Source: an optimization exercise on an open RTL-to-GDS flow (aim: small area). Production flows keep margins and buffers that such runs may drop.
No run shown here included a check of the RTL's function; only the layout flow was run.
No activity file was given, so power comes from the tool's default toggle rates.

==> flow/design.v, too long to show whole: its modules and the start of the top module <==
// module cpu65xx: 1179 lines
module cpu65xx
(
  clk,
  enable,
  reset,
  nmi_n,
  irq_n,
  so_n,
  din,
  dout,
  addr,
  we,
  debugOpcode,
  debugPc,
  debugA,
  debugX,
  debugY,
  debugS
);
  // ...
==> flow/run.sh <==
#!/bin/bash
# synth_recipe.tcl (not shown) runs the flow's synth.tcl, then flattens the netlist and writes it again
# the make line also repeats each setting of config.mk as NAME=value (left out here)
make -C /OpenROAD-flow-scripts/flow DESIGN_CONFIG=/design/flow/config.mk WORK_HOME=/design/flow/orfs CLKGATE_MAP_FILE= SYNTH_SCRIPT=/design/flow/synth_recipe.tcl finish
==> flow/config.mk <==
export PLATFORM = sky130hd
export DESIGN_NAME = cpu65xx
export DESIGN_NICKNAME = cpu65xx
export VERILOG_FILES = /design/flow/design.v
export SDC_FILE = /design/flow/constraint.sdc
export NUM_CORES = 4
export LEC_CHECK = 0
export CAP_MARGIN = 20
export CORE_MARGIN = 2
export CORE_UTILIZATION = 40
export SLEW_MARGIN = 20
==> flow/constraint.sdc <==
create_clock -name core_clock -period 10.0 [get_ports {clk}]
set_input_delay 2.0000 -clock core_clock [delete_from_list [all_inputs] [get_ports {clk}]]
set_output_delay 2.0000 -clock core_clock [all_outputs]
set_load 0.01 [all_outputs]
==> impl_metrics.ini, run 1 <==
[floorplanning]
initial_utilization = 0.409
die_h_um = 190
die_area_um2 = 36000

[worst_setup_path]
slowest_stage = edfxtp_1
slowest_delay_ns = 0.68
cp-start-kind = register
r2r_end = S[7]
crit_start = theOpcode[2]
worstSetupPathType = reg -> reg
arrival_ns = 9.89

[final_layout]
final_common_cell = nor2_1
nets = 1954
n_antenna_cell = 4
multi_input_area_share = 0.628
layout_common_cells = nor2_1 (211), nand2_1 (140), a21oi_1 (114), clkdlybuf4s50_1 (94), edfxtp_1 (92)
inv_count = 72

[sta]
tns_ns = 0
drv_slew = 0
setup_ws_ns = 0.446
finalCriticalPeriod_ns = 9.55

[route]
drtIter0Drc = 2196
wl_met3_um = 7800
dr_wl_met2_um = 30300
viasPerCell = 6.92
via_count = 16000

[yosys]
synth_seq_cells = 106
synth_edf_count = 92
yosysWarningCount = 1
synth-simple-area-share = 0.263

[min_path]
whs_path_depth = 2
holdPathEnd = myAddr[15]

[clocking]
root_buffer = clkbuf_16
post_cts_buffers = 0
h-tree-depth = 3

[grt]
grt-ovfl-total = 0
met1_usage = 0.511
first_global_vias = 14900

[power_and_ir_drop]
p_comb_frac = 0.592
power_switching_mw = 1.31

[run_status]
outcome = finished clean
==> inputs of run 2 (changes only) <==
==> flow/design.v (replaced) <==
module cpu65xx
(
  clk,
  enable,
  reset,
  nmi_n,
  irq_n,
  so_n,
  din,
  dout,
  addr,
  we,
  debugOpcode,
  debugPc,
  debugA,
  debugX,
  debugY,
  debugS
);
parameter pipelineOpcode = 1'b0;
parameter pipelineAluMux = 1'b0;
parameter pipelineAluOut = 1'b0;
input         clk;
input         enable;
input         reset;
input         nmi_n;
input         irq_n;
input         so_n;
input   [7:0] din;
output  [7:0] dout;
output [15:0] addr;
output        we;
output  [7:0] debugOpcode;
output [15:0] debugPc;
output  [7:0] debugA;
output  [7:0] debugX;
output  [7:0] debugY;
output  [7:0] debugS;
localparam [4:0]
  opcodeFetch       = 5'b00000,   
  cycle2            = 5'b00001,
  cycle3            = 5'b00010,
  cyclePreIndirect  = 5'b00011,
  cycleIndirect     = 5'b00100,
  cycleBranchTaken  = 5'b00101,
  cycleBranchPage   = 5'b00110,
  cyclePreRead      = 5'b00111,   
  cycleRead         = 5'b01000,   
  cycleRead2        = 5'b01001,   
  cycleRmw          = 5'b01010,   
  cyclePreWrite     = 5'b01011,   
  cycleWrite        = 5'b01100,   
  cycleStack1       = 5'b01101,
  cycleStack2       = 5'b01110,
  cycleStack3       = 5'b01111,
  cycleStack4       = 5'b10000,
  cycleJump         = 5'b10001,   
  cycleEnd          = 5'b10010;
  reg  [4:0] theCpuCycle;
  reg  [4:0] nextCpuCycle;
  reg        updateRegisters;
  reg        processIrq;
  reg        nmiReg;
  reg        nmiEdge;
  reg        irqReg;  
  reg        soReg;   
localparam [15:0]
          immediate        = 16'b1000000000000000,
          implied          = 16'b0000000000000000,
          readZp           = 16'b1010000000000000,
          writeZp          = 16'b1010000000010000,
          rmwZp            = 16'b1010000000001000,
          readZpX          = 16'b1010000010000000,
          writeZpX         = 16'b1010000010010000,
          rmwZpX           = 16'b1010000010001000,
          readZpY          = 16'b1010000001000000,
          writeZpY         = 16'b1010000001010000,
          rmwZpY           = 16'b1010000001001000,
          readIndX         = 16'b1001000010000000,
          writeIndX        = 16'b1001000010010000,
          rmwIndX          = 16'b1001000010001000,
          readIndY         = 16'b1001000001000000,
          writeIndY        = 16'b1001000001010000,
          rmwIndY          = 16'b1001000001001000,
          readAbs          = 16'b1100000000000000,
          writeAbs         = 16'b1100000000010000,
          rmwAbs           = 16'b1100000000001000,
          readAbsX         = 16'b1100000010000000,
          writeAbsX        = 16'b1100000010010000,
          rmwAbsX          = 16'b1100000010001000,
          readAbsY         = 16'b1100000001000000,
          writeAbsY        = 16'b1100000001010000,
          rmwAbsY          = 16'b1100000001001000,
          push             = 16'b0000010000000000,
          pop              = 16'b0000010000100000,
          jsr              = 16'b1000101000000000,
          jumpAbs          = 16'b1000001000000000,
          jumpInd          = 16'b1100001000000000,
          relative         = 16'b1000000100000000,
          rts              = 16'b0000101000100100,
          rti              = 16'b0000111000100010,
          brk              = 16'b1000111000000001,
          xxxxxxxx         = 16'b0000000000000000;
localparam [7:0]
  aluInA   = 8'b10000000,
  aluInE   = 8'b01000000,
  aluInEXT = 8'b01100100,
  aluInET  = 8'b01000100,
  aluInX   = 8'b00100000,
  aluInXH  = 8'b00100010,
  aluInY   = 8'b00010000,
  aluInYH  = 8'b00010010,
  aluInS   = 8'b00001000,
  aluInT   = 8'b00000100,
  aluInAX  = 8'b10100000,
  aluInAXH = 8'b10100010,
  aluInAT  = 8'b10000100,
  aluInXT  = 8'b00100100,
  aluInST  = 8'b00001100,
  aluInSet = 8'b00000000,
  aluInClr = 8'b00000001,
  aluInXXX = 8'b00000000;
localparam [3:0]
  aluModeInp = 4'b0000,
  aluModeP   = 4'b0001,
  aluModeInc = 4'b0010,
  aluModeDec = 4'b0011,
  aluModeFlg = 4'b0100,
  aluModeBit = 4'b0101,
  aluModeLsr = 4'b1000,
  aluModeRor = 4'b1001,
  aluModeAsl = 4'b1010,
  aluModeRol = 4'b1011,
  aluModeAnc = 4'b1111;
localparam [2:0]
  aluModePss = 3'b000,
  aluModeCmp = 3'b001,
  aluModeAdc = 3'b010,
  aluModeSbc = 3'b011,
  aluModeAnd = 3'b100,
  aluModeOra = 3'b101,
  aluModeEor = 3'b110,
  aluModeArr = 3'b111;
localparam [9:0]
  aluInp = { aluModeInp, aluModePss, 3'b000 },
  aluP   = { aluModeP  , aluModePss, 3'b000 },
  aluInc = { aluModeInc, aluModePss, 3'b000 },
  aluDec = { aluModeDec, aluModePss, 3'b000 },
  aluFlg = { aluModeFlg, aluModePss, 3'b000 },
  aluBit = { aluModeBit, aluModeAnd, 3'b000 },
  aluRor = { aluModeRor, aluModePss, 3'b000 },
  aluLsr = { aluModeLsr, aluModePss, 3'b000 },
  aluRol = { aluModeRol, aluModePss, 3'b000 },
  aluAsl = { aluModeAsl, aluModePss, 3'b000 },
  aluCmp = { aluModeInp, aluModeCmp, 3'b100 },
  aluCpx = { aluModeInp, aluModeCmp, 3'b010 },
  aluCpy = { aluModeInp, aluModeCmp, 3'b001 },
  aluAdc = { aluModeInp, aluModeAdc, 3'b000 },
  aluSbc = { aluModeInp, aluModeSbc, 3'b000 },
  aluAnd = { aluModeInp, aluModeAnd, 3'b000 },
  aluOra = { aluModeInp, aluModeOra, 3'b000 },
  aluEor = { aluModeInp, aluModeEor, 3'b000 },
  aluSlo = { aluModeAsl, aluModeOra, 3'b000 },
  aluSre = { aluModeLsr, aluModeEor, 3'b000 },
  aluRra = { aluModeRor, aluModeAdc, 3'b000 },
  aluRla = { aluModeRol, aluModeAnd, 3'b000 },
  aluDcp = { aluModeDec, aluModeCmp, 3'b100 },
  aluIsc = { aluModeInc, aluModeSbc, 3'b000 },
  aluAnc = { aluModeAnc, aluModeAnd, 3'b000 },
  aluArr = { aluModeRor, aluModeArr, 3'b000 },
  aluSbx = { aluModeInp, aluModeCmp, 3'b110 },
  aluXXX = { 4'b0000   , 3'b000    , 3'b000 };
localparam [0:0]
  stackInc = 1'b0,
  stackDec = 1'b1,
  stackXXX = 1'b0;
  wire [43:0] opcInfo;
  reg  [ 7:0] theOpcode;
  wire [ 7:0] nextOpcode;
  reg  [15:0] PC;               
localparam [3:0]
  nextAddrHold       = 4'b0000,
  nextAddrIncr       = 4'b0001,
  nextAddrIncrL      = 4'b0010,  
  nextAddrIncrH      = 4'b0011,  
  nextAddrDecrH      = 4'b0100,  
  nextAddrPc         = 4'b0101,
  nextAddrIrq        = 4'b0110,
  nextAddrReset      = 4'b0111,
  nextAddrAbs        = 4'b1000,
  nextAddrAbsIndexed = 4'b1001,
  nextAddrZeroPage   = 4'b1010,
  nextAddrZPIndexed  = 4'b1011,
  nextAddrStack      = 4'b1100,
  nextAddrRelative   = 4'b1101;
  reg   [3:0] nextAddr;
  reg  [15:0] myAddr;
  wire [15:0] myAddrIncr;
  wire  [7:0] myAddrIncrH;
  wire  [7:0] myAddrDecrH;
  reg         theWe;
  reg         irqActive;
  reg   [7:0] doReg;
  reg   [7:0] T;
  reg   [7:0] A;  
  reg   [7:0] X;  
  reg   [7:0] Y;  
  reg   [7:0] S;  
  reg         C;  
  reg         Z;  
  reg         I;  
  reg         D;  
  reg         V;  
  reg         N;  
  wire  [7:0] aluInput;
  wire  [7:0] aluCmpInput;
  wire  [7:0] aluRegisterOut;
  wire  [7:0] aluRmwOut;
  wire        aluC;
  wire        aluZ;
  wire        aluV;
  wire        aluN;
  reg   [7:0] aluInputReg;
  reg   [7:0] aluCmpInputReg;
  reg   [7:0] aluRmwReg;
  reg   [7:0] aluNineReg;
  reg         aluCReg;
  reg         aluZReg;
  reg         aluVReg;
  reg         aluNReg;
  reg   [8:0] indexOut;
  wire  [7:0] aluTemp;
  wire  [7:0] aluTemp0;
  wire  [7:0] aluTemp1;
  wire  [7:0] aluTemp2;
  wire  [7:0] aluTemp3;
  wire  [7:0] aluTemp4;
  wire  [7:0] aluTemp5;
  wire  [7:0] aluTemp6;
  wire  [7:0] cmpTemp;
  wire  [7:0] cmpTemp0;
  wire  [7:0] cmpTemp1;
  wire  [7:0] cmpTemp2;
  wire  [5:0] lowBits;
  wire  [8:0] nineBits;
  wire  [8:0] nineBits0;
  wire  [8:0] nineBits1;
  wire  [8:0] rmwBits;
  wire        varC;
  wire        varC0;
  wire        varZ;
  wire        varV;
  wire        varV0;
  wire        varV1;
  wire        varN;
  wire  [3:0] aluMode1;
  wire  [2:0] aluMode2;
  wire  [7:0] myNextOpcode;
  reg   [7:0] sIncDec;
  reg         updateFlag;
  assign aluInput = opcInfo[10] ? 8'h00 :
                    ((opcInfo[17] ? A : 8'hFF) &
                     (opcInfo[16] ? (A | 8'hEE) : 8'hFF) &
                     (opcInfo[15] ? X : 8'hFF) &
                     (opcInfo[14] ? Y : 8'hFF) &
                     (opcInfo[13] ? S : 8'hFF) &
                     (opcInfo[12] ? T : 8'hFF));
  assign aluCmpInput = (opcInfo[2] ? A : 8'hFF) &
                       (opcInfo[1] ? X : 8'hFF) &
                       (opcInfo[0] ? Y : 8'hFF);
  assign aluMode1 = opcInfo[9:6];
  assign aluMode2 = opcInfo[5:3];
  wire       modeIncDec = (aluMode1 == aluModeInc) || (aluMode1 == aluModeDec);
  wire [7:0] incDecOut  = aluInput + {{7{aluMode1[0]}}, 1'b1};
  assign rmwBits = (aluMode1 == aluModeP  ) ? {C, N, V, 1'b1, ~irqActive, D, I, Z, C} :
                   modeIncDec               ? {C, incDecOut} :
                   (aluMode1 == aluModeAsl) ? {aluInput, 1'b0} :
                   (aluMode1 == aluModeFlg) ? {aluInput[0], aluInput} :
                   (aluMode1 == aluModeLsr) ? {aluInput[0], 1'b0, aluInput[7:1]} :
                   (aluMode1 == aluModeRol) ? {aluInput, C} :
                   (aluMode1 == aluModeRor) ? {aluInput[0], C, aluInput[7:1]} :
                   (aluMode1 == aluModeAnc) ? {aluInput[7] & A[7], aluInput} :
                   {C, aluInput};
  wire modeAdc = (aluMode2 == aluModeAdc);
  wire modeSbc = (aluMode2 == aluModeSbc);
  wire modeCmp = (aluMode2 == aluModeCmp);
  wire modeArr = (aluMode2 == aluModeArr);
  wire modeSub = modeSbc || modeCmp;
  wire [7:0] addA   = modeCmp ? aluCmpInput : A;
  wire [7:0] addB   = rmwBits[7:0] ^ {8{modeSub}};
  wire       addCin = modeCmp | rmwBits[8];
  wire [4:0] sumLo  = {1'b0, addA[3:0]} + {1'b0, addB[3:0]} + {4'd0, addCin};
  wire       decLo  = modeAdc & D & (sumLo > 5'd9);
  wire [4:0] sumHi  = {1'b0, addA[7:4]} + {1'b0, addB[7:4]} + {4'd0, sumLo[4] | decLo};
  wire       decCy  = decLo & ~sumLo[4];
  wire       zeroHi = (sumHi[3:1] == 3'd0) & (sumHi[0] == decCy);
  assign nineBits0 = (modeAdc | modeSub)         ? {sumHi, sumLo[3:0]} :
                     (aluMode2 == aluModeAnd)    ? {rmwBits[8], A & rmwBits[7:0]} :
                     (aluMode2 == aluModeEor)    ? {rmwBits[8], A ^ rmwBits[7:0]} :
                     (aluMode2 == aluModeOra)    ? {rmwBits[8], A | rmwBits[7:0]} :
                     rmwBits;
  assign varZ = (aluMode1 == aluModeFlg) ? rmwBits[1] :
                (modeAdc | modeSub) ? (zeroHi & (sumLo[3:0] == 4'd0)) :
                (nineBits0[7:0] == 8'd0);
  assign nineBits1[8:4] = modeAdc ? sumHi : nineBits0[8:4];
  assign varN = (aluMode1 == aluModeBit) || (aluMode1 == aluModeFlg) ? rmwBits[7] : nineBits1[7];
  assign varV = modeAdc ? (A[7] ^ nineBits1[7]) & (rmwBits[7] ^ nineBits1[7]) :
                modeSbc ? (A[7] ^ nineBits1[7]) & (~rmwBits[7] ^ nineBits1[7]) :
                modeArr ? aluInput[7] ^ aluInput[6] :
                aluInput[6];
  wire arrHi = modeArr & D & (({1'b0, aluInput[7:4]} + {4'd0, aluInput[4]}) > 5'd5);
  wire arrLo = modeArr & D & (({1'b0, aluInput[3:0]} + {4'd0, aluInput[0]}) > 5'd5);
  wire adcHi = modeAdc & D & (nineBits1[8:4] > 5'd9);
  wire sbcHi = modeSbc & D & ~nineBits1[8];
  wire sbcLo = modeSbc & D & ~sumLo[4];
  wire fixHi = adcHi | arrHi;
  wire fixLo = decLo | arrLo;
  assign nineBits[7:4] = nineBits1[7:4] + {sbcHi, fixHi, fixHi | sbcHi, 1'b0};
  assign nineBits[3:0] = nineBits0[3:0] + {sbcLo, fixLo, fixLo | sbcLo, 1'b0};
  assign nineBits[8]   = 1'b0;
  assign varC = fixHi ? 1'b1 :
                (modeArr & D) ? 1'b0 :
                modeArr ? aluInput[7] :
                nineBits1[8];
  assign aluRmwOut = rmwBits[7:0];
  assign aluRegisterOut = nineBits[7:0];
  assign aluC = varC;
  assign aluZ = varZ;
  assign aluV = varV;
  assign aluN = varN;
  always @(posedge clk)
  begin
    if (enable) begin
      if ((theCpuCycle == cycleStack4) || reset) begin
        nmiReg <= 1'b1;
      end
      if ((nextCpuCycle != cycleBranchTaken) && (nextCpuCycle != opcodeFetch)) begin
        irqReg <= irq_n;
        nmiEdge <= nmi_n;
        if (nmiEdge && !nmi_n) begin
          nmiReg <= 1'b0;
        end
      end
      processIrq <= !((nmiReg && (irqReg || I)) || opcInfo[18]);
    end
  end
  assign myNextOpcode = reset ? 8'h4C :
                        processIrq ? 8'h00 :
                        din;
  assign nextOpcode = myNextOpcode;
  wire dec000;
  wire dec001;
  wire dec002;
  wire dec003;
  wire dec004;
  wire dec005;
  wire dec006;
  wire dec007;
  wire dec008;
  wire dec009;
  wire dec010;
  wire dec011;
  wire dec012;
  wire dec013;
  wire dec014;
  wire dec015;
  wire dec016;
  wire dec017;
  wire dec018;
  wire dec019;
  wire dec020;
  wire dec021;
  wire dec022;
  wire dec023;
  wire dec024;
  wire dec025;
  wire dec026;
  wire dec027;
  wire dec028;
  wire dec029;
  wire dec030;
  wire dec031;
  wire dec032;
  wire dec033;
  wire dec034;
  wire dec035;
  wire dec036;
  wire dec037;
  wire dec038;
  wire dec039;
  wire dec040;
  wire dec041;
  wire dec042;
  wire dec043;
  wire dec044;
  wire dec045;
  wire dec046;
  wire dec047;
  wire dec048;
  wire dec049;
  wire dec050;
  wire dec051;
  wire dec052;
  wire dec053;
  wire dec054;
  wire dec055;
  wire dec056;
  wire dec057;
  wire dec058;
  wire dec059;
  wire dec060;
  wire dec061;
  wire dec062;
  wire dec063;
  wire dec064;
  wire dec065;
  wire dec066;
  wire dec067;
  wire dec068;
  wire dec069;
  wire dec070;
  wire dec071;
  wire dec072;
  wire dec073;
  wire dec074;
  wire dec075;
  wire dec076;
  wire dec077;
  wire dec078;
  wire dec079;
  wire dec080;
  wire dec081;
  wire dec082;
  wire dec083;
  wire dec084;
  wire dec085;
  wire dec086;
  wire dec087;
  wire dec088;
  wire dec089;
  wire dec090;
  wire dec091;
  wire dec092;
  wire dec093;
  wire dec094;
  wire dec095;
  wire dec096;
  wire dec097;
  wire dec098;
  wire dec099;
  wire dec100;
  wire dec101;
  wire dec102;
  wire dec103;
  wire dec104;
  wire dec105;
  wire dec106;
  wire dec107;
  wire dec108;
  wire dec109;
  wire dec110;
  wire dec111;
  wire dec112;
  wire dec113;
  wire dec114;
  wire dec115;
  wire dec116;
  wire dec117;
  wire dec118;
  wire dec119;
  wire dec120;
  wire dec121;
  wire dec122;
  wire dec123;
  wire dec124;
  wire dec125;
  wire dec126;
  wire dec127;
  wire dec128;
  wire dec129;
  wire dec130;
  wire dec131;
  wire dec132;
  wire dec133;
  wire dec134;
  wire dec135;
  wire dec136;
  wire dec137;
  wire dec138;
  wire dec139;
  wire dec140;
  wire dec141;
  wire dec142;
  wire dec143;
  wire dec144;
  wire dec145;
  wire dec146;
  wire dec147;
  wire dec148;
  wire dec149;
  wire dec150;
  wire dec151;
  wire dec152;
  wire dec153;
  wire dec154;
  wire dec155;
  wire dec156;
  wire dec157;
  wire dec158;
  wire dec159;
  wire dec160;
  wire dec161;
  wire dec162;
  wire dec163;
  wire dec164;
  wire dec165;
  wire dec166;
  wire dec167;
  wire dec168;
  wire dec169;
  wire dec170;
  wire dec171;
  wire dec172;
  wire dec173;
  wire dec174;
  wire dec175;
  wire dec176;
  wire dec177;
  wire dec178;
  wire dec179;
  wire dec180;
  wire dec181;
  wire dec182;
  wire dec183;
  wire dec184;
  wire dec185;
  wire dec186;
  wire dec187;
  wire dec188;
  wire dec189;
  wire dec190;
  wire dec191;
  wire dec192;
  wire dec193;
  wire dec194;
  wire dec195;
  wire dec196;
  wire dec197;
  wire dec198;
  wire dec199;
  wire dec200;
  wire dec201;
  wire dec202;
  wire dec203;
  wire dec204;
  wire dec205;
  wire dec206;
  wire dec207;
  wire dec208;
  wire dec209;
  wire dec210;
  wire dec211;
  wire dec212;
  assign dec168 = ~theOpcode[1];
  assign dec169 = theOpcode[7] & ~(theOpcode[6]);
  assign dec170 = dec169 & ~(dec168);
  assign dec171 = ~(theOpcode[4] & theOpcode[2]);
  assign dec172 = dec170 & ~(dec171);
  assign dec173 = theOpcode[2] | ~(theOpcode[4]);
  assign dec174 = theOpcode[0] & ~(dec173);
  assign opcInfo[24] = dec174 | dec172;
  assign dec175 = ~(theOpcode[0] | theOpcode[1]);
  assign dec176 = dec173 | theOpcode[3];
  assign opcInfo[26] = dec175 & ~(dec176);
  assign dec177 = ~theOpcode[4];
  assign dec178 = ~(theOpcode[3] | theOpcode[2]);
  assign dec179 = ~(dec178 & dec177);
  assign dec180 = theOpcode[0] & ~(dec179);
  assign dec181 = ~(dec171 | dec170);
  assign opcInfo[25] = dec181 | dec180;
  assign dec182 = ~theOpcode[5];
  assign dec183 = theOpcode[6] & ~(dec179);
  assign dec184 = ~(dec183 & dec168);
  assign dec185 = dec182 & ~(dec184);
  assign dec186 = ~(theOpcode[2] | theOpcode[0]);
  assign dec187 = ~dec186;
  assign dec188 = dec175 | dec169;
  assign dec189 = dec187 & ~(dec188);
  assign dec190 = theOpcode[5] & theOpcode[0];
  assign dec191 = theOpcode[5] & theOpcode[2];
  assign dec192 = theOpcode[6] | theOpcode[4];
  assign dec193 = dec191 & ~(dec192);
  assign dec194 = dec193 | dec190;
  assign dec195 = dec194 | dec189;
  assign dec196 = dec195 | dec185;
  assign dec197 = ~theOpcode[6];
  assign dec198 = theOpcode[7] & ~(theOpcode[4]);
  assign dec199 = dec198 & ~(dec197);
  assign dec200 = dec199 & ~(theOpcode[1]);
  assign dec201 = dec200 & ~(theOpcode[3]);
  assign dec202 = theOpcode[3] & ~(theOpcode[2]);
  assign dec203 = ~(dec169 & theOpcode[5]);
  assign dec204 = dec173 & ~(dec203);
  assign dec205 = dec204 & ~(dec202);
  assign dec206 = dec205 | dec201;
  assign dec207 = ~(theOpcode[7] | theOpcode[4]);
  assign dec208 = ~(dec207 & dec202);
  assign dec209 = theOpcode[5] & ~(dec208);
  assign dec210 = dec209 & ~(theOpcode[1]);
  assign dec211 = ~theOpcode[0];
  assign dec212 = ~(theOpcode[4] | theOpcode[2]);
  assign dec000 = ~(theOpcode[3] & theOpcode[1]);
  assign dec001 = dec212 & ~(dec000);
  assign dec002 = dec001 & ~(dec211);
  assign dec003 = dec199 & theOpcode[2];
  assign dec004 = dec003 | dec002;
  assign dec005 = dec004 | dec210;
  assign dec006 = dec005 | dec206;
  assign opcInfo[12] = dec006 | dec196;
  assign dec007 = theOpcode[7] & ~(theOpcode[5]);
  assign dec008 = dec007 & ~(theOpcode[6]);
  assign dec009 = theOpcode[0] & ~(theOpcode[1]);
  assign dec010 = dec008 & ~(dec009);
  assign dec011 = theOpcode[3] & theOpcode[2];
  assign dec012 = ~(dec011 & theOpcode[4]);
  assign dec013 = dec012 & ~(dec174);
  assign opcInfo[11] = dec010 & ~(dec013);
  assign dec014 = theOpcode[3] & ~(dec173);
  assign dec015 = theOpcode[5] & ~(theOpcode[0]);
  assign dec016 = dec015 & ~(theOpcode[1]);
  assign dec017 = ~(dec016 & dec169);
  assign dec018 = ~(theOpcode[5] | theOpcode[0]);
  assign dec019 = dec018 & ~(theOpcode[1]);
  assign dec020 = dec019 & ~(dec169);
  assign dec021 = dec017 & ~(dec020);
  assign opcInfo[10] = dec014 & ~(dec021);
  assign dec022 = dec207 & ~(dec000);
  assign dec023 = theOpcode[1] & ~(dec186);
  assign dec024 = dec023 & ~(theOpcode[7]);
  assign dec025 = ~(dec024 | dec022);
  assign opcInfo[9] = ~dec025;
  assign dec026 = ~dec178;
  assign dec027 = ~theOpcode[7];
  assign dec028 = dec027 & ~(dec192);
  assign dec029 = ~(dec028 & dec026);
  assign dec030 = dec016 & ~(dec029);
  assign dec031 = ~dec019;
  assign dec032 = ~(dec207 & dec178);
  assign dec033 = theOpcode[6] & ~(dec032);
  assign dec034 = dec033 & ~(dec031);
  assign dec035 = dec034 | dec030;
  assign dec036 = ~(theOpcode[6] | theOpcode[7]);
  assign dec037 = ~dec036;
  assign dec038 = dec002 & ~(dec037);
  assign dec039 = ~dec175;
  assign dec040 = dec014 & ~(dec039);
  assign dec041 = theOpcode[6] | ~(theOpcode[5]);
  assign dec042 = dec040 & ~(dec041);
  assign dec043 = dec040 & ~(dec037);
  assign dec044 = dec043 | dec042;
  assign dec045 = dec044 | dec038;
  assign opcInfo[8] = dec045 | dec035;
  assign dec046 = ~(dec170 & theOpcode[5]);
  assign opcInfo[13] = dec014 & ~(dec046);
  assign dec047 = theOpcode[3] & ~(theOpcode[4]);
  assign dec048 = dec047 & ~(theOpcode[2]);
  assign dec049 = ~(dec019 & dec048);
  assign dec050 = theOpcode[7] & ~(dec049);
  assign dec051 = ~(dec019 & dec169);
  assign dec052 = dec026 & ~(dec051);
  assign opcInfo[14] = dec052 | dec050;
  assign dec053 = theOpcode[5] & ~(dec025);
  assign dec054 = theOpcode[6] & theOpcode[7];
  assign dec055 = dec054 & ~(dec168);
  assign dec056 = dec048 | dec186;
  assign dec057 = dec055 & ~(dec056);
  assign dec058 = dec057 & ~(theOpcode[5]);
  assign dec059 = dec058 | dec053;
  assign dec060 = theOpcode[2] | ~(dec019);
  assign dec061 = dec191 & ~(theOpcode[0]);
  assign dec062 = dec060 & ~(dec061);
  assign dec063 = dec028 & ~(dec062);
  assign dec064 = ~(dec018 & dec047);
  assign dec065 = dec055 & ~(dec064);
  assign dec066 = dec065 | dec038;
  assign dec067 = dec197 & ~(dec049);
  assign dec068 = dec067 | dec066;
  assign dec069 = dec068 | dec063;
  assign opcInfo[6] = dec069 | dec059;
  assign dec070 = theOpcode[6] | ~(theOpcode[0]);
  assign dec071 = dec027 & ~(dec070);
  assign dec072 = ~dec190;
  assign dec073 = dec022 & ~(theOpcode[2]);
  assign dec074 = dec073 & ~(dec072);
  assign dec075 = dec074 | dec071;
  assign dec076 = theOpcode[5] | ~(theOpcode[0]);
  assign dec077 = dec027 & ~(dec076);
  assign dec078 = dec077 & ~(dec001);
  assign dec079 = ~(dec193 & dec027);
  assign dec080 = dec168 & ~(dec079);
  assign dec081 = dec080 | dec078;
  assign opcInfo[5] = dec081 | dec075;
  assign dec082 = dec202 & dec175;
  assign dec083 = dec060 & ~(dec082);
  assign opcInfo[28] = dec207 & ~(dec083);
  assign dec084 = ~(dec001 & dec182);
  assign dec085 = theOpcode[0] & ~(dec007);
  assign dec086 = ~(dec085 & theOpcode[6]);
  assign opcInfo[4] = dec084 & ~(dec086);
  assign dec087 = dec054 & ~(dec211);
  assign dec088 = dec200 & ~(dec202);
  assign dec089 = dec088 | dec087;
  assign dec090 = dec190 & ~(dec197);
  assign dec091 = dec090 & dec001;
  assign dec092 = dec078 & ~(theOpcode[6]);
  assign dec093 = dec092 | dec091;
  assign opcInfo[3] = dec093 | dec089;
  assign dec094 = dec197 & ~(dec025);
  assign dec095 = dec082 & dec199;
  assign dec096 = dec095 | dec065;
  assign dec097 = dec096 | dec057;
  assign dec098 = dec097 | dec050;
  assign opcInfo[7] = dec098 | dec094;
  assign opcInfo[29] = dec175 & ~(dec032);
  assign dec099 = theOpcode[7] | ~(theOpcode[6]);
  assign dec100 = dec177 & ~(dec099);
  assign dec101 = ~(dec011 & dec175);
  assign dec102 = dec100 & ~(dec101);
  assign opcInfo[27] = dec102 | opcInfo[29];
  assign opcInfo[20] = dec033 & dec016;
  assign dec103 = ~(dec100 & dec019);
  assign opcInfo[19] = dec178 & ~(dec103);
  assign dec104 = dec048 | dec169;
  assign opcInfo[21] = dec023 & ~(dec104);
  assign dec105 = ~(dec033 | dec209);
  assign opcInfo[23] = dec175 & ~(dec105);
  assign dec106 = dec001 & ~(theOpcode[6]);
  assign dec107 = ~(dec106 | dec209);
  assign dec108 = dec041 & ~(dec107);
  assign dec109 = dec085 | dec073;
  assign dec110 = dec014 & ~(dec051);
  assign dec111 = dec110 | dec109;
  assign opcInfo[43] = dec111 | dec108;
  assign dec112 = ~dec015;
  assign dec113 = dec088 & ~(dec112);
  assign dec114 = ~(dec007 & theOpcode[6]);
  assign dec115 = dec001 & ~(dec114);
  assign dec116 = dec115 & ~(dec211);
  assign opcInfo[1] = dec116 | dec113;
  assign opcInfo[0] = dec088 & dec018;
  assign dec117 = dec000 & ~(dec023);
  assign dec118 = dec008 & ~(dec117);
  assign dec119 = ~(dec016 & dec202);
  assign dec120 = dec199 & ~(dec119);
  assign dec121 = ~(dec018 & theOpcode[7]);
  assign dec122 = dec001 & ~(dec121);
  assign dec123 = dec122 | dec120;
  assign opcInfo[15] = dec123 | dec118;
  assign opcInfo[22] = dec008 & ~(dec056);
  assign dec124 = ~(dec015 & dec048);
  assign dec125 = ~(dec076 | dec048);
  assign dec126 = dec124 & ~(dec125);
  assign dec127 = dec169 & ~(dec126);
  assign dec128 = dec073 & dec070;
  assign dec129 = ~(dec099 | theOpcode[2]);
  assign dec130 = dec129 & ~(dec064);
  assign dec131 = dec130 | dec128;
  assign opcInfo[17] = dec131 | dec127;
  assign dec132 = dec176 & ~(dec046);
  assign dec133 = dec132 | dec120;
  assign dec134 = dec170 & ~(dec072);
  assign dec135 = dec134 | dec115;
  assign opcInfo[42] = dec135 | dec133;
  assign dec136 = ~(dec014 & dec170);
  assign opcInfo[40] = dec112 & ~(dec136);
  assign dec137 = dec014 & ~(dec017);
  assign dec138 = dec090 | dec137;
  assign opcInfo[38] = dec138 | dec035;
  assign dec139 = ~(dec016 & dec048);
  assign dec140 = dec036 & ~(dec139);
  assign dec141 = dec040 & dec054;
  assign dec142 = dec141 | dec034;
  assign opcInfo[37] = dec142 | dec140;
  assign dec143 = dec204 & ~(dec039);
  assign opcInfo[41] = dec143 | dec050;
  assign opcInfo[2] = dec054 & ~(dec076);
  assign dec144 = theOpcode[3] & ~(dec046);
  assign dec145 = ~(dec022 | dec204);
  assign dec146 = ~(dec145 & dec107);
  assign dec147 = dec146 | dec144;
  assign dec148 = dec047 & ~(dec114);
  assign dec149 = dec082 & dec008;
  assign dec150 = dec149 | dec200;
  assign dec151 = dec150 | dec148;
  assign dec152 = dec151 | dec196;
  assign opcInfo[35] = dec152 | dec147;
  assign opcInfo[16] = dec002 & dec169;
  assign dec153 = dec183 & ~(dec031);
  assign dec154 = dec036 & ~(dec119);
  assign dec155 = dec154 | dec043;
  assign dec156 = dec155 | dec153;
  assign dec157 = dec090 | ~(dec025);
  assign dec158 = dec157 | dec089;
  assign opcInfo[34] = dec158 | dec156;
  assign dec159 = dec040 & ~(dec099);
  assign dec160 = dec019 & ~(dec032);
  assign dec161 = dec160 | dec140;
  assign opcInfo[36] = dec161 | dec159;
  assign opcInfo[18] = dec160 & ~(theOpcode[6]);
  assign dec162 = ~theOpcode[3];
  assign dec163 = dec186 | dec162;
  assign dec164 = dec163 | dec212;
  assign opcInfo[32] = dec103 & ~(dec164);
  assign opcInfo[31] = theOpcode[2] & ~(theOpcode[3]);
  assign opcInfo[30] = dec178 & ~(dec211);
  assign dec165 = theOpcode[1] & ~(dec198);
  assign dec166 = dec165 | dec100;
  assign dec167 = dec162 & ~(dec166);
  assign opcInfo[33] = dec167 | dec187;
  assign \opcodeInfoTable[255]  = 44'h8cf02201098;
  assign \opcodeInfoTable[254]  = 44'h08b02201080;
  assign \opcodeInfoTable[253]  = 44'h8cf02001018;
  assign \opcodeInfoTable[252]  = 44'h00302000000;
  assign \opcodeInfoTable[251]  = 44'h8cf01201098;
  assign \opcodeInfoTable[250]  = 44'h00000000000;
  assign \opcodeInfoTable[249]  = 44'h8cf01001018;
  assign \opcodeInfoTable[248]  = 44'h02000000000;
  assign \opcodeInfoTable[247]  = 44'h8ce82201098;
  assign \opcodeInfoTable[246]  = 44'h08a82201080;
  assign \opcodeInfoTable[245]  = 44'h8ce82001018;
  assign \opcodeInfoTable[244]  = 44'h00282000000;
  assign \opcodeInfoTable[243]  = 44'h8ce41201098;
  assign \opcodeInfoTable[242]  = 44'h00000000000;
  assign \opcodeInfoTable[241]  = 44'h8ce41001018;
  assign \opcodeInfoTable[240]  = 44'h00204000000;
  assign \opcodeInfoTable[239]  = 44'h8cf00201098;
  assign \opcodeInfoTable[238]  = 44'h08b00201080;
  assign \opcodeInfoTable[237]  = 44'h8cf00001018;
  assign \opcodeInfoTable[236]  = 44'h08f0000100a;
  assign \opcodeInfoTable[235]  = 44'h8ce00001018;
  assign \opcodeInfoTable[234]  = 44'h00000000000;
  assign \opcodeInfoTable[233]  = 44'h8ce00001018;
  assign \opcodeInfoTable[232]  = 44'h48800008080;
  assign \opcodeInfoTable[231]  = 44'h8ce80201098;
  assign \opcodeInfoTable[230]  = 44'h08a80201080;
  assign \opcodeInfoTable[229]  = 44'h8ce80001018;
  assign \opcodeInfoTable[228]  = 44'h08e8000100a;
  assign \opcodeInfoTable[227]  = 44'h8ce42201098;
  assign \opcodeInfoTable[226]  = 44'h00200000000;
  assign \opcodeInfoTable[225]  = 44'h8ce42001018;
  assign \opcodeInfoTable[224]  = 44'h08e0000100a;
  assign \opcodeInfoTable[223]  = 44'h08f022010cc;
  assign \opcodeInfoTable[222]  = 44'h08b022010c0;
  assign \opcodeInfoTable[221]  = 44'h08f0200100c;
  assign \opcodeInfoTable[220]  = 44'h00302000000;
  assign \opcodeInfoTable[219]  = 44'h08f012010cc;
  assign \opcodeInfoTable[218]  = 44'h00000000000;
  assign \opcodeInfoTable[217]  = 44'h08f0100100c;
  assign \opcodeInfoTable[216]  = 44'h02000000400;
  assign \opcodeInfoTable[215]  = 44'h08e822010cc;
  assign \opcodeInfoTable[214]  = 44'h08a822010c0;
  assign \opcodeInfoTable[213]  = 44'h08e8200100c;
  assign \opcodeInfoTable[212]  = 44'h00282000000;
  assign \opcodeInfoTable[211]  = 44'h08e412010cc;
  assign \opcodeInfoTable[210]  = 44'h00000000000;
  assign \opcodeInfoTable[209]  = 44'h08e4100100c;
  assign \opcodeInfoTable[208]  = 44'h00204000000;
  assign \opcodeInfoTable[207]  = 44'h08f002010cc;
  assign \opcodeInfoTable[206]  = 44'h08b002010c0;
  assign \opcodeInfoTable[205]  = 44'h08f0000100c;
  assign \opcodeInfoTable[204]  = 44'h08f00001009;
  assign \opcodeInfoTable[203]  = 44'h48e0000100e;
  assign \opcodeInfoTable[202]  = 44'h488000080c0;
  assign \opcodeInfoTable[201]  = 44'h08e0000100c;
  assign \opcodeInfoTable[200]  = 44'h28800004080;
  assign \opcodeInfoTable[199]  = 44'h08e802010cc;
  assign \opcodeInfoTable[198]  = 44'h08a802010c0;
  assign \opcodeInfoTable[197]  = 44'h08e8000100c;
  assign \opcodeInfoTable[196]  = 44'h08e80001009;
  assign \opcodeInfoTable[195]  = 44'h08e422010cc;
  assign \opcodeInfoTable[194]  = 44'h00200000000;
  assign \opcodeInfoTable[193]  = 44'h08e4200100c;
  assign \opcodeInfoTable[192]  = 44'h08e00001009;
  assign \opcodeInfoTable[191]  = 44'hc8b01001000;
  assign \opcodeInfoTable[190]  = 44'h48b01001000;
  assign \opcodeInfoTable[189]  = 44'h88b02001000;
  assign \opcodeInfoTable[188]  = 44'h28b02001000;
  assign \opcodeInfoTable[187]  = 44'hd8b01003000;
  assign \opcodeInfoTable[186]  = 44'h48800002000;
  assign \opcodeInfoTable[185]  = 44'h88b01001000;
  assign \opcodeInfoTable[184]  = 44'h04000000500;
  assign \opcodeInfoTable[183]  = 44'hc8a81001000;
  assign \opcodeInfoTable[182]  = 44'h48a81001000;
  assign \opcodeInfoTable[181]  = 44'h88a82001000;
  assign \opcodeInfoTable[180]  = 44'h28a82001000;
  assign \opcodeInfoTable[179]  = 44'hc8a41001000;
  assign \opcodeInfoTable[178]  = 44'h00000000000;
  assign \opcodeInfoTable[177]  = 44'h88a41001000;
  assign \opcodeInfoTable[176]  = 44'h00204000000;
  assign \opcodeInfoTable[175]  = 44'hc8b00001000;
  assign \opcodeInfoTable[174]  = 44'h48b00001000;
  assign \opcodeInfoTable[173]  = 44'h88b00001000;
  assign \opcodeInfoTable[172]  = 44'h28b00001000;
  assign \opcodeInfoTable[171]  = 44'hc8a00011000;
  assign \opcodeInfoTable[170]  = 44'h48800020000;
  assign \opcodeInfoTable[169]  = 44'h88a00001000;
  assign \opcodeInfoTable[168]  = 44'h28800020000;
  assign \opcodeInfoTable[167]  = 44'hc8a80001000;
  assign \opcodeInfoTable[166]  = 44'h48a80001000;
  assign \opcodeInfoTable[165]  = 44'h88a80001000;
  assign \opcodeInfoTable[164]  = 44'h28a80001000;
  assign \opcodeInfoTable[163]  = 44'hc8a42001000;
  assign \opcodeInfoTable[162]  = 44'h48a00001000;
  assign \opcodeInfoTable[161]  = 44'h88a42001000;
  assign \opcodeInfoTable[160]  = 44'h28a00001000;
  assign \opcodeInfoTable[159]  = 44'h00301428800;
  assign \opcodeInfoTable[158]  = 44'h00301408800;
  assign \opcodeInfoTable[157]  = 44'h00302420000;
  assign \opcodeInfoTable[156]  = 44'h00302404800;
  assign \opcodeInfoTable[155]  = 44'h10301428800;
  assign \opcodeInfoTable[154]  = 44'h10000008000;
  assign \opcodeInfoTable[153]  = 44'h00301420000;
  assign \opcodeInfoTable[152]  = 44'h88800004000;
  assign \opcodeInfoTable[151]  = 44'h00281428000;
  assign \opcodeInfoTable[150]  = 44'h00281408000;
  assign \opcodeInfoTable[149]  = 44'h00282420000;
  assign \opcodeInfoTable[148]  = 44'h00282404000;
  assign \opcodeInfoTable[147]  = 44'h00241428800;
  assign \opcodeInfoTable[146]  = 44'h00000000000;
  assign \opcodeInfoTable[145]  = 44'h00241420000;
  assign \opcodeInfoTable[144]  = 44'h00204000000;
  assign \opcodeInfoTable[143]  = 44'h00300428000;
  assign \opcodeInfoTable[142]  = 44'h00300408000;
  assign \opcodeInfoTable[141]  = 44'h00300420000;
  assign \opcodeInfoTable[140]  = 44'h00300404000;
  assign \opcodeInfoTable[139]  = 44'h88a00019000;
  assign \opcodeInfoTable[138]  = 44'h88800008000;
  assign \opcodeInfoTable[137]  = 44'h00200000000;
  assign \opcodeInfoTable[136]  = 44'h288000040c0;
  assign \opcodeInfoTable[135]  = 44'h00280428000;
  assign \opcodeInfoTable[134]  = 44'h00280408000;
  assign \opcodeInfoTable[133]  = 44'h00280420000;
  assign \opcodeInfoTable[132]  = 44'h00280404000;
  assign \opcodeInfoTable[131]  = 44'h00242428000;
  assign \opcodeInfoTable[130]  = 44'h00200000000;
  assign \opcodeInfoTable[129]  = 44'h00242420000;
  assign \opcodeInfoTable[128]  = 44'h00200000000;
  assign \opcodeInfoTable[127]  = 44'h8cf02201250;
  assign \opcodeInfoTable[126]  = 44'h08f02201240;
  assign \opcodeInfoTable[125]  = 44'h8cf02001010;
  assign \opcodeInfoTable[124]  = 44'h00302000000;
  assign \opcodeInfoTable[123]  = 44'h8cf01201250;
  assign \opcodeInfoTable[122]  = 44'h00000000000;
  assign \opcodeInfoTable[121]  = 44'h8cf01001010;
  assign \opcodeInfoTable[120]  = 44'h01000000000;
  assign \opcodeInfoTable[119]  = 44'h8ce82201250;
  assign \opcodeInfoTable[118]  = 44'h08e82201240;
  assign \opcodeInfoTable[117]  = 44'h8ce82001010;
  assign \opcodeInfoTable[116]  = 44'h00282000000;
  assign \opcodeInfoTable[115]  = 44'h8ce41201250;
  assign \opcodeInfoTable[114]  = 44'h00000000000;
  assign \opcodeInfoTable[113]  = 44'h8ce41001010;
  assign \opcodeInfoTable[112]  = 44'h00204000000;
  assign \opcodeInfoTable[111]  = 44'h8cf00201250;
  assign \opcodeInfoTable[110]  = 44'h08f00201240;
  assign \opcodeInfoTable[109]  = 44'h8cf00001010;
  assign \opcodeInfoTable[108]  = 44'h00308000000;
  assign \opcodeInfoTable[107]  = 44'h8ce00021278;
  assign \opcodeInfoTable[106]  = 44'h88c00020240;
  assign \opcodeInfoTable[105]  = 44'h8ce00001010;
  assign \opcodeInfoTable[104]  = 44'h88810801000;
  assign \opcodeInfoTable[103]  = 44'h8ce80201250;
  assign \opcodeInfoTable[102]  = 44'h08e80201240;
  assign \opcodeInfoTable[101]  = 44'h8ce80001010;
  assign \opcodeInfoTable[100]  = 44'h00280000000;
  assign \opcodeInfoTable[99]  = 44'h8ce42201250;
  assign \opcodeInfoTable[98]  = 44'h00000000000;
  assign \opcodeInfoTable[97]  = 44'h8ce42001010;
  assign \opcodeInfoTable[96]  = 44'h00028900000;
  assign \opcodeInfoTable[95]  = 44'h88f02201230;
  assign \opcodeInfoTable[94]  = 44'h08f02201200;
  assign \opcodeInfoTable[93]  = 44'h88b02001030;
  assign \opcodeInfoTable[92]  = 44'h00302000000;
  assign \opcodeInfoTable[91]  = 44'h88f01201230;
  assign \opcodeInfoTable[90]  = 44'h00000000000;
  assign \opcodeInfoTable[89]  = 44'h88b01001030;
  assign \opcodeInfoTable[88]  = 44'h01000000400;
  assign \opcodeInfoTable[87]  = 44'h88e82201230;
  assign \opcodeInfoTable[86]  = 44'h08e82201200;
  assign \opcodeInfoTable[85]  = 44'h88a82001030;
  assign \opcodeInfoTable[84]  = 44'h00282000000;
  assign \opcodeInfoTable[83]  = 44'h88e41201230;
  assign \opcodeInfoTable[82]  = 44'h00000000000;
  assign \opcodeInfoTable[81]  = 44'h88a41001030;
  assign \opcodeInfoTable[80]  = 44'h00204000000;
  assign \opcodeInfoTable[79]  = 44'h88f00201230;
  assign \opcodeInfoTable[78]  = 44'h08f00201200;
  assign \opcodeInfoTable[77]  = 44'h88b00001030;
  assign \opcodeInfoTable[76]  = 44'h00208000000;
  assign \opcodeInfoTable[75]  = 44'h88e00021200;
  assign \opcodeInfoTable[74]  = 44'h88c00020200;
  assign \opcodeInfoTable[73]  = 44'h88a00001030;
  assign \opcodeInfoTable[72]  = 44'h00010020000;
  assign \opcodeInfoTable[71]  = 44'h88e80201230;
  assign \opcodeInfoTable[70]  = 44'h08e80201200;
  assign \opcodeInfoTable[69]  = 44'h88a80001030;
  assign \opcodeInfoTable[68]  = 44'h00280000000;
  assign \opcodeInfoTable[67]  = 44'h88e42201230;
  assign \opcodeInfoTable[66]  = 44'h00000000000;
  assign \opcodeInfoTable[65]  = 44'h88a42001030;
  assign \opcodeInfoTable[64]  = 44'h0fc38881100;
  assign \opcodeInfoTable[63]  = 44'h88f022012e0;
  assign \opcodeInfoTable[62]  = 44'h08f022012c0;
  assign \opcodeInfoTable[61]  = 44'h88b02001020;
  assign \opcodeInfoTable[60]  = 44'h00302000000;
  assign \opcodeInfoTable[59]  = 44'h88f012012e0;
  assign \opcodeInfoTable[58]  = 44'h00000000000;
  assign \opcodeInfoTable[57]  = 44'h88b01001020;
  assign \opcodeInfoTable[56]  = 44'h00400000100;
  assign \opcodeInfoTable[55]  = 44'h88e822012e0;
  assign \opcodeInfoTable[54]  = 44'h08e822012c0;
  assign \opcodeInfoTable[53]  = 44'h88a82001020;
  assign \opcodeInfoTable[52]  = 44'h00282000000;
  assign \opcodeInfoTable[51]  = 44'h88e412012e0;
  assign \opcodeInfoTable[50]  = 44'h00000000000;
  assign \opcodeInfoTable[49]  = 44'h88a41001020;
  assign \opcodeInfoTable[48]  = 44'h00204000000;
  assign \opcodeInfoTable[47]  = 44'h88f002012e0;
  assign \opcodeInfoTable[46]  = 44'h08f002012c0;
  assign \opcodeInfoTable[45]  = 44'h88b00001020;
  assign \opcodeInfoTable[44]  = 44'h0cb00001160;
  assign \opcodeInfoTable[43]  = 44'h88e000013e0;
  assign \opcodeInfoTable[42]  = 44'h88c000202c0;
  assign \opcodeInfoTable[41]  = 44'h88a00001020;
  assign \opcodeInfoTable[40]  = 44'h0fc10801100;
  assign \opcodeInfoTable[39]  = 44'h88e802012e0;
  assign \opcodeInfoTable[38]  = 44'h08e802012c0;
  assign \opcodeInfoTable[37]  = 44'h88a80001020;
  assign \opcodeInfoTable[36]  = 44'h0ca80001160;
  assign \opcodeInfoTable[35]  = 44'h88e422012e0;
  assign \opcodeInfoTable[34]  = 44'h00000000000;
  assign \opcodeInfoTable[33]  = 44'h88a42001020;
  assign \opcodeInfoTable[32]  = 44'h00228000000;
  assign \opcodeInfoTable[31]  = 44'h88f022012a8;
  assign \opcodeInfoTable[30]  = 44'h08f02201280;
  assign \opcodeInfoTable[29]  = 44'h88b02001028;
  assign \opcodeInfoTable[28]  = 44'h00302000000;
  assign \opcodeInfoTable[27]  = 44'h88f012012a8;
  assign \opcodeInfoTable[26]  = 44'h00000000000;
  assign \opcodeInfoTable[25]  = 44'h88b01001028;
  assign \opcodeInfoTable[24]  = 44'h00400000500;
  assign \opcodeInfoTable[23]  = 44'h88e822012a8;
  assign \opcodeInfoTable[22]  = 44'h08e82201280;
  assign \opcodeInfoTable[21]  = 44'h88a82001028;
  assign \opcodeInfoTable[20]  = 44'h00282000000;
  assign \opcodeInfoTable[19]  = 44'h88e412012a8;
  assign \opcodeInfoTable[18]  = 44'h00000000000;
  assign \opcodeInfoTable[17]  = 44'h88a41001028;
  assign \opcodeInfoTable[16]  = 44'h00204000000;
  assign \opcodeInfoTable[15]  = 44'h88f002012a8;
  assign \opcodeInfoTable[14]  = 44'h08f00201280;
  assign \opcodeInfoTable[13]  = 44'h88b00001028;
  assign \opcodeInfoTable[12]  = 44'h00300000000;
  assign \opcodeInfoTable[11]  = 44'h88e000013e0;
  assign \opcodeInfoTable[10]  = 44'h88c00020280;
  assign \opcodeInfoTable[9]  = 44'h88a00001028;
  assign \opcodeInfoTable[8]  = 44'h00010000040;
  assign \opcodeInfoTable[7]  = 44'h88e802012a8;
  assign \opcodeInfoTable[6]  = 44'h08e80201280;
  assign \opcodeInfoTable[5]  = 44'h88a80001028;
  assign \opcodeInfoTable[4]  = 44'h00280000000;
  assign \opcodeInfoTable[3]  = 44'h88e422012a8;
  assign \opcodeInfoTable[2]  = 44'h00000000000;
  assign \opcodeInfoTable[1]  = 44'h88a42001028;
  assign \opcodeInfoTable[0]  = 44'h01238040040;
  assign opcInfo[39] = opcInfo[35];
  always @(posedge clk)
  begin
    if (enable) begin
      if (theCpuCycle == opcodeFetch) begin
        irqActive <= processIrq;
      end
      if (reset || (theCpuCycle == opcodeFetch)) begin
        theOpcode <= nextOpcode;
      end
    end
  end
  always @(*)
  begin
    updateRegisters = 1'b0;
    if (enable) begin
      if (opcInfo[19]) begin
        if (theCpuCycle == cycleRead) begin
          updateRegisters = 1'b1;
        end
      end else if (theCpuCycle == opcodeFetch) begin
        updateRegisters = 1'b1;
      end
    end
  end
  assign debugOpcode = theOpcode;
  always @(posedge clk)
  begin
    if (enable) begin
      theCpuCycle <= nextCpuCycle;
    end
    if (reset) begin
      theCpuCycle <= cycle2;
    end
  end
  always @(*)
  begin
    nextCpuCycle = opcodeFetch;
    case (theCpuCycle)
      opcodeFetch : begin
        nextCpuCycle = cycle2;
      end
      cycle2 : begin
        if (opcInfo[26]) begin
          if ( ((N == theOpcode[5]) && (theOpcode[7:6] == 2'b00))
            || ((V == theOpcode[5]) && (theOpcode[7:6] == 2'b01))
            || ((C == theOpcode[5]) && (theOpcode[7:6] == 2'b10))
            || ((Z == theOpcode[5]) && (theOpcode[7:6] == 2'b11)) ) begin
            nextCpuCycle = cycleBranchTaken;
          end
        end else if (opcInfo[23]) begin
          nextCpuCycle = cycleStack1;
        end else if (opcInfo[29] && opcInfo[28]) begin
          nextCpuCycle = cycleStack2;
        end else if (opcInfo[29]) begin
          nextCpuCycle = cycleStack1;
        end else if (opcInfo[28]) begin
          nextCpuCycle = cycleWrite;
        end else if (opcInfo[32]) begin
          nextCpuCycle = cycle3;
        end else if (opcInfo[30]) begin
          if (opcInfo[25]) begin
            nextCpuCycle = cyclePreIndirect;
          end else begin
            nextCpuCycle = cycleIndirect;
          end
        end else if (opcInfo[31]) begin
          if (opcInfo[22]) begin
            if (opcInfo[25] || opcInfo[24]) begin
              nextCpuCycle = cyclePreWrite;
            end else begin
              nextCpuCycle = cycleWrite;
            end
          end else begin
            if (opcInfo[25] || opcInfo[24]) begin
              nextCpuCycle = cyclePreRead;
            end else begin
              nextCpuCycle = cycleRead2;
            end
          end
        end else if (opcInfo[27]) begin
          nextCpuCycle = cycleJump;
        end
      end
      cycle3 : begin
        nextCpuCycle = cycleRead;
        if (opcInfo[22]) begin
          if (opcInfo[25] || opcInfo[24]) begin
            nextCpuCycle = cyclePreWrite;
          end else begin
            nextCpuCycle = cycleWrite;
          end
        end
        if (opcInfo[30] && opcInfo[25]) begin
          if (opcInfo[22]) begin
            nextCpuCycle = cycleWrite;
          end else begin
            nextCpuCycle = cycleRead2;
          end
        end
      end
      cyclePreIndirect : begin
        nextCpuCycle = cycleIndirect;
      end
      cycleIndirect : begin
        nextCpuCycle = cycle3;
      end
      cycleBranchTaken : begin
        if (indexOut[8] != T[7]) begin
          nextCpuCycle = cycleBranchPage;
        end
      end
      cyclePreRead : begin
        if (opcInfo[31]) begin
          nextCpuCycle = cycleRead2;
        end
      end
      cycleRead : begin
        if (opcInfo[27]) begin
          nextCpuCycle = cycleJump;
        end else if (indexOut[8]) begin
          nextCpuCycle = cycleRead2;
        end else if (opcInfo[21]) begin
          nextCpuCycle = cycleRmw;
          if (opcInfo[25] || opcInfo[24]) begin
            nextCpuCycle = cycleRead2;
          end
        end
      end
      cycleRead2 : begin
        if (opcInfo[21]) begin
          nextCpuCycle = cycleRmw;
        end
      end
      cycleRmw : begin
         nextCpuCycle = cycleWrite;
      end
      cyclePreWrite : begin
        nextCpuCycle = cycleWrite;
      end
      cycleStack1 : begin
        nextCpuCycle = cycleRead;
        if (opcInfo[29]) begin
          nextCpuCycle = cycleStack2;
        end
      end
      cycleStack2 : begin
        nextCpuCycle = cycleStack3;
        if (opcInfo[19]) begin
          nextCpuCycle = cycleRead;
        end
        if (!opcInfo[28] && opcInfo[23]) begin
          nextCpuCycle = cycleJump;
        end
      end
      cycleStack3 : begin
        nextCpuCycle = cycleRead;
        if (!opcInfo[28] || opcInfo[23]) begin
          nextCpuCycle = cycleJump;
        end else if (opcInfo[29]) begin
          nextCpuCycle = cycleStack4;
        end
      end
      cycleStack4 : begin
        nextCpuCycle = cycleRead;
      end
      cycleJump : begin
        if (opcInfo[20]) begin
          nextCpuCycle = cycleEnd;
        end
      end
      default : begin
      end
    endcase
  end
  always @(posedge clk)
  begin
    if (enable) begin
      case (theCpuCycle)
        cycle2 : begin
          T <= din;
        end
        cycleStack1, cycleStack2 : begin
          if (opcInfo[23]) begin
            T <= din;
          end
        end
        cycleIndirect, cycleRead, cycleRead2 : begin
          T <= din;
        end
        default : begin
        end
      endcase
    end
  end
  always @(posedge clk)
  begin
    if (updateRegisters) begin
      if (opcInfo[43]) begin
        A <= aluRegisterOut;
      end
    end
  end
  always @(posedge clk)
  begin
    if (updateRegisters) begin
      if (opcInfo[42]) begin
        X <= aluRegisterOut;
      end
    end
  end
  always @(posedge clk)
  begin
    if (updateRegisters) begin
      if (opcInfo[41]) begin
        Y <= aluRegisterOut;
      end
    end
  end
  always @(posedge clk)
  begin
  if (updateRegisters) begin
      if (opcInfo[34]) begin
        C <= aluC;
      end
    end
  end
  always @(posedge clk)
  begin
    if (updateRegisters) begin
      if (opcInfo[35]) begin
        Z <= aluZ;
      end
    end
  end
  always @(posedge clk)
  begin
    if (updateRegisters) begin
      if (opcInfo[36]) begin
        I <= aluInput[2];
      end
    end
  end
  always @(posedge clk)
  begin
    if (updateRegisters) begin
      if (opcInfo[37]) begin
        D <= aluInput[3];
      end
    end
  end
  always @(posedge clk)
  begin
    if (updateRegisters) begin
      if (opcInfo[38]) begin
        V <= aluV;
      end
    end
    if (enable) begin
      if (soReg && !so_n) begin
        V <= 1'b1;
      end
      soReg <= so_n;
    end
  end
  always @(posedge clk)
  begin
    if (updateRegisters) begin
      if (opcInfo[39]) begin
        N <= aluN;
      end
    end
  end
  always @(*)
  begin
    sIncDec = S + {{7{~opcInfo[23]}}, 1'b1};
    updateFlag = 1'b0;
    case (nextCpuCycle)
      cycleStack1 : begin
        if (opcInfo[23] || opcInfo[28]) begin
          updateFlag = 1'b1;
        end
      end
      cycleStack2, cycleStack3, cycleStack4 : begin
        updateFlag = 1'b1;
      end
      cycleRead : begin
        if (opcInfo[19]) begin
          updateFlag = 1'b1;
        end
      end
      cycleWrite : begin
        if (opcInfo[28]) begin
          updateFlag = 1'b1;
        end
      end
      default : begin
      end
    endcase
  end
  always @(posedge clk)
  begin
    if (enable) begin
      if (updateFlag) begin
        S <= sIncDec;
      end
    end
    if (updateRegisters) begin
      if (opcInfo[40]) begin
        S <= aluRegisterOut;
      end
    end
  end
  always @(posedge clk)
  begin
    if (enable) begin
      doReg <= aluRmwOut;
      if (opcInfo[11]) begin
        doReg <= aluRmwOut & myAddrIncrH;
      end
      case (nextCpuCycle)
        cycleStack2 : begin
          if (opcInfo[18] && !irqActive) begin
            doReg <= myAddrIncr[15:8];
          end else begin
            doReg <= PC[15:8];
          end
        end
        cycleStack3 : begin
          doReg <= PC[7:0];
        end
        cycleRmw : begin
          doReg <= din;  
        end
        default : begin
        end
      endcase
    end
  end
  assign dout = doReg;
  always @(posedge clk)
  begin
    if (enable) begin
      theWe <= 1'b0;
      case (nextCpuCycle)
        cycleStack1 : begin
          if (!opcInfo[23]
              && (!opcInfo[29] || opcInfo[28])) begin
             theWe <= 1'b1;
          end
        end
        cycleStack2, cycleStack3, cycleStack4 : begin
          if (!opcInfo[23]) begin
            theWe <= 1'b1;
          end
        end
        cycleRmw, cycleWrite : begin
          theWe <= 1'b1;
        end
        default : begin
        end
      endcase
    end
  end
  assign we = theWe;
  always @(posedge clk)
  begin
    if (enable) begin
      case (theCpuCycle)
        opcodeFetch : begin
          PC <= myAddr;
        end
        cycle2 :  begin
          if (!irqActive) begin
            if (opcInfo[33]) begin
              PC <= myAddrIncr;
             end else begin
              PC <= myAddr;
            end
          end
        end
        cycle3 : begin
          if (opcInfo[32]) begin
            PC <= myAddrIncr;
          end
        end
        default: begin
        end
      endcase
    end
  end
  assign debugPc = PC;
  always @(*)
  begin
    nextAddr = nextAddrIncr;
    case (theCpuCycle)
      cycle2 : begin
        if (opcInfo[29] || opcInfo[28]) begin
          nextAddr = nextAddrStack;
        end else if (opcInfo[32]) begin
          nextAddr = nextAddrIncr;
        end else if (opcInfo[31]) begin
          nextAddr = nextAddrZeroPage;
        end else if (opcInfo[30]) begin
          nextAddr = nextAddrZeroPage;
        end else if (opcInfo[33]) begin
          nextAddr = nextAddrIncr;
        end else begin
          nextAddr = nextAddrHold;
        end
      end
      cycle3 : begin
        if (opcInfo[30] && opcInfo[25]) begin
          nextAddr = nextAddrAbs;
        end else begin
          nextAddr = nextAddrAbsIndexed;
        end
      end
      cyclePreIndirect : begin
        nextAddr = nextAddrZPIndexed;
      end
      cycleIndirect : begin
         nextAddr = nextAddrIncrL;
      end
      cycleBranchTaken : begin
        nextAddr = nextAddrRelative;
      end
      cycleBranchPage : begin
        if (!T[7]) begin
          nextAddr = nextAddrIncrH;
        end else begin
          nextAddr = nextAddrDecrH;
        end
      end
      cyclePreRead : begin
        nextAddr = nextAddrZPIndexed;
      end
      cycleRead : begin
        nextAddr = nextAddrPc;
        if (opcInfo[27]) begin
          nextAddr = nextAddrIncrL;
        end else if (indexOut[8]) begin
          nextAddr = nextAddrIncrH;
        end else if (opcInfo[21]) begin
          nextAddr = nextAddrHold;
        end
      end
      cycleRead2 : begin
        nextAddr = nextAddrPc;
        if (opcInfo[21]) begin
          nextAddr = nextAddrHold;
        end
      end
      cycleRmw : begin
        nextAddr = nextAddrHold;
      end
      cyclePreWrite : begin
        nextAddr = nextAddrHold;
        if (opcInfo[31]) begin
          nextAddr = nextAddrZPIndexed;
        end else if (indexOut[8]) begin
          nextAddr = nextAddrIncrH;
        end
      end
      cycleWrite : begin
        nextAddr = nextAddrPc;
      end
      cycleStack1, cycleStack2 : begin
        nextAddr = nextAddrStack;
      end
      cycleStack3 : begin
        nextAddr = nextAddrStack;
        if (!opcInfo[28]) begin
          nextAddr = nextAddrPc;
        end
      end
      cycleStack4 : begin
        nextAddr = nextAddrIrq;
      end
      cycleJump : begin
        nextAddr = nextAddrAbs;
      end
      default : begin
      end
    endcase
    if (reset) begin
      nextAddr = nextAddrReset;
    end
  end
  always @(*)
  begin
    indexOut = {1'b0, T} + {1'b0, ({8{opcInfo[25]}} & X) |
                                  ({8{opcInfo[24]}} & Y) |
                                  ({8{opcInfo[26]}} & myAddr[7:0])};
  end
  always @(posedge clk)
  begin
    if (enable) begin
      case (nextAddr)
        nextAddrIncr : begin
          myAddr <= myAddrIncr;
        end
        nextAddrIncrL : begin
          myAddr[7:0] <= myAddrIncr[7:0];
        end
        nextAddrIncrH : begin
          myAddr[15:8] <= myAddrIncrH;
        end
        nextAddrDecrH : begin
          myAddr[15:8] <= myAddrDecrH;
        end
        nextAddrPc : begin
          myAddr <= PC;
        end
        nextAddrIrq : begin
          myAddr <= 16'hFFFE;
          if (!nmiReg) begin
            myAddr <= 16'hFFFA;
          end
        end
        nextAddrReset : begin
          myAddr <= 16'hFFFC;
        end
        nextAddrAbs : begin
          myAddr <= {din, T};
        end
        nextAddrAbsIndexed : begin
         myAddr <= {din, indexOut[7:0]};
        end
        nextAddrZeroPage : begin
          myAddr <= {8'd0, din};
        end
        nextAddrZPIndexed : begin
          myAddr <= {8'd0, indexOut[7:0]};
        end
        nextAddrStack : begin
          myAddr <= {8'd1, S};
        end
        nextAddrRelative : begin
          myAddr[7:0] <= indexOut[7:0];
        end
        default : begin
        end
      endcase
    end
  end
  wire [8:0] myAddrLoIncr = {1'b0, myAddr[7:0]} + 9'd1;
  wire       hiDec = (nextAddr == nextAddrDecrH);
  wire       hiInc = (nextAddr == nextAddrIncrH) ||
                     (opcInfo[11] && (theCpuCycle == cyclePreWrite));
  wire [7:0] hiAdd = myAddr[15:8] + {{7{hiDec}}, hiDec | hiInc | myAddrLoIncr[8]};
  assign myAddrIncr = {hiAdd, myAddrLoIncr[7:0]};
  assign myAddrIncrH = hiAdd;
  assign myAddrDecrH = hiAdd;
  assign addr = myAddr;
  assign debugA = A;
  assign debugX = X;
  assign debugY = Y;
  assign debugS = S;
endmodule
==> run 2 against run 1 <==
- still clean
- sequential power down 8.0%
- wire length down 34%
- sequential share of layout area up 4.3 points
- area after synthesis down 18%
- clock power down 6.3%
- first-iteration DRC count down 17%
- sequential cell count unchanged
- count of clock-buffer cells in the layout unchanged
- non-clock buffer count down 68
- largest cell class unchanged
==> impl_metrics.ini, run 2 <==
[min_path]
holdPathEnd = irqActive
min_from = processIrq
hold_path_class = reg -> reg
whs_path_depth = 0

[power_and_ir_drop]
power_mw = 1.96
vdd_drop_max_uv = 126
power_per_cell_area_nw_per_um2 = 152
p_leak_nw = 4.78

[clocking]
cts_max_path_buffers = 2
cts_resized = 0
root_buffer = clkbuf_16
ctsHoldBuffers = 0
clk_pin_slew_ns = 0.08
numCtsBuffers = 9
cts_tree = yes
clk_latency_ns = 0.37
post_cts_buffers = 0
h-tree-depth = 3
cts_num_sinks = 106

[worst_setup_path]
ff2ff_setup_slack_ns = 1.06
worstPathRequired_ns = 10.10
r2r_end = A[7]
r2r-start = theOpcode[4]
r2r_cells = 33
slowest_delay_ns = 0.73
path_delay_family = adder cells
endpoint_kind = register
cpMostUsedCell = fa_1
slowest_stage = edfxtp_1
cp-start-kind = register
arrival_ns = 9.04
cp_max_fo = 25
critPathBufInv = 4
worstSetupPathType = reg -> reg

[route]
drtIter0Drc = 1820
viasPerCell = 6.60
routed_wl_um = 45600
drcViolationCount = 0
drtPass1Iterations = 8
wl_per_cell_um = 25.7
via_count = 11700
ant_nets = 0

[yosys]
synth_area_per_cell_um2 = 8.46
yosys.area.top_type_share = 0.245
yosysWarningCount = 257
ys_seq_area_frac = 0.270
synth_edf_count = 92
synth-main-ff-cell = edfxtp_1
syn_inst = 1334
synth.net_count = 1418
yosysMostFrequentCell = nor2_1
synthTopCellsByCount = nor2_1 (117), a21oi_1 (108), edfxtp_1 (92), nand2_1 (87), inv_1 (76)
synth_top_area_cell = edfxtp_1
syn_area_um2 = 11300
netlist_top_cells_area = edfxtp_1 (24%), ha_1 (6.7%), a21oi_1 (4.8%)
yosysUniqueCellTypes = 114
synth_seq_cells = 106
synthArstFlopShare = 0

[floorplanning]
coreArea_um2 = 27800
initial_utilization = 0.406
die_x_um = 172
row_count = 61
die_area_um2 = 29600
ioPinCount = 95
die_h_um = 172

[final_layout]
n_antenna_cell = 0
fin_area_um2 = 12900
area_growth_pct = 14.1
final_common_cell = nor2_1
reg.largest.list = PC: 16 flops, myAddr: 16 flops
layout_common_cells = nor2_1 (117), a21oi_1 (108), clkdlybuf4s50_1 (94), edfxtp_1 (92), nand2_1 (87)
fin_cells = 1772
nFillCells = 2761
nets = 1473
drive_gt1_frac = 0.0882

[placement]
gp_congestion = 1.01
placed_cell_area_um2 = 12600
dp.final_hpwl_um = 35400
portBuffers = 94
dp_cells = 1756

[sta]
slew_headroom = 0.317
final-setup-viol-count = 0
fin_crit_sh = 0.894
grt_setup_unrepaired = no
tns_ns = 0
finalCriticalPeriod_ns = 8.94
fin_skew_ns = 0.0135
fmax_ghz = 0.112
report.final.hold_viol_count = 0
tightest_slew_ns = 1.02
drv_slew = 0

[grt]
grt_max_degree = 40
grt-ovfl-total = 0
first_global_vias = 10900
antenna_found_initial = 0
grt_usage = 0.309
grt_pass1_wl_um = 68300

[flow_run]
cap_violations = 0

[run_status]
outcome = finished clean
## run 2: cell types whose count changed after synthesis, moves of 11 or more
cell	before	now
a22o_1	14	3
o21ai_0	93	57
nand2_1	140	87
nor4_1	21	5
nor3_1	60	26
clkbuf_1	69	35
mux2_2	1	16
nor2_1	211	117
xor2_1	45	18
o32ai_1	16	2
a2111oi_0	16	4
a211oi_1	28	17
ha_1	71	60
## run 2: cell families after synthesis
| group | synth area share |
|---|---|
| buf+inv | 0.0562 |
| simple gates | 0.218 |
| fa+ha+maj | 0.0842 |
| xor+xnor | 0.0449 |
| mux | 0.0393 |
| flops | 0.270 |
| compound gates | 0.288 |
## run 2: metal layers
layer  global-route usage  share of wire  up-vias  routed length, um
met4                0.104          0.036        0               1640
met5                    0              0        -                  0
met3               0.0682           0.11       99               4960
li1                     -              -     5192                  -
met1                0.442           0.42     5654              19400
met2                0.460           0.43      759              19600
## run 2: layout make-up
class	instances	area, um^2	share of cell area
Sequential cell	106	3040	0.236
Inverter	79	297	0.0230
Tap cell	378	473	0.0367
Multi-Input combinational cell	1075	7630	0.593
Timing Repair Buffer	118	1130	0.0880
Clock buffer	9	225	0.0175
Clock inverter	7	70.1	0.00544
## run 2: report_power, final
group | internal (mW) | switching (mW)
Clock | 0.177 | 0.193
Combinational | 0.381 | 0.551
Sequential | 0.560 | 0.0966
## run 2: how the worst max path moves through the flow
stage | start | endpoint | cells after the start
6_report | theOpcode[4] | A[7] | 33
2_1_floorplan | theOpcode[4] | A[7] | 34
4_1_cts | theOpcode[4] | A[7] | 34
5_1_grt | theOpcode[4] | Y[7] | 34
3_3_place_gp | theOpcode[1] | A[7] | 34
3_5_place_dp | theOpcode[1] | X[7] | 34
## run 2: through the flow
stage               hold slack, ns  setup WS, ns   util
detailed placement           0.470          1.24  0.452
global route                 0.530         0.555  0.463
finish                       0.505          1.06  0.463
CTS                          0.501          1.22  0.463
global placement             0.479          1.45  0.452
floorplan                    0.451          2.54      -

==> re-timing with driven ports <==
No port has a modelled driver above. Below, the same layouts with a new extraction and two added sets of constraints.
Step 1: set_driving_cell puts a clkbuf_16 on clk and a buf_2 on each other input, an assumption about the parent block.
Step 2, shift: input delay + t, output delay - t, t = (earliest + latest rising clock arrival at the registers) / 2. This alone moves slack from input paths to output paths.
Three values: ideal ports, drivers, drivers and shift; two values: the first two.
run | t, ns | setup WS [ns]
run 1 | 0.444 | 0.446 / 0.446 / 0.446
run 2 | 0.404 | 1.063 / 1.063 / 1.063
After both steps every run listed still meets setup and hold.
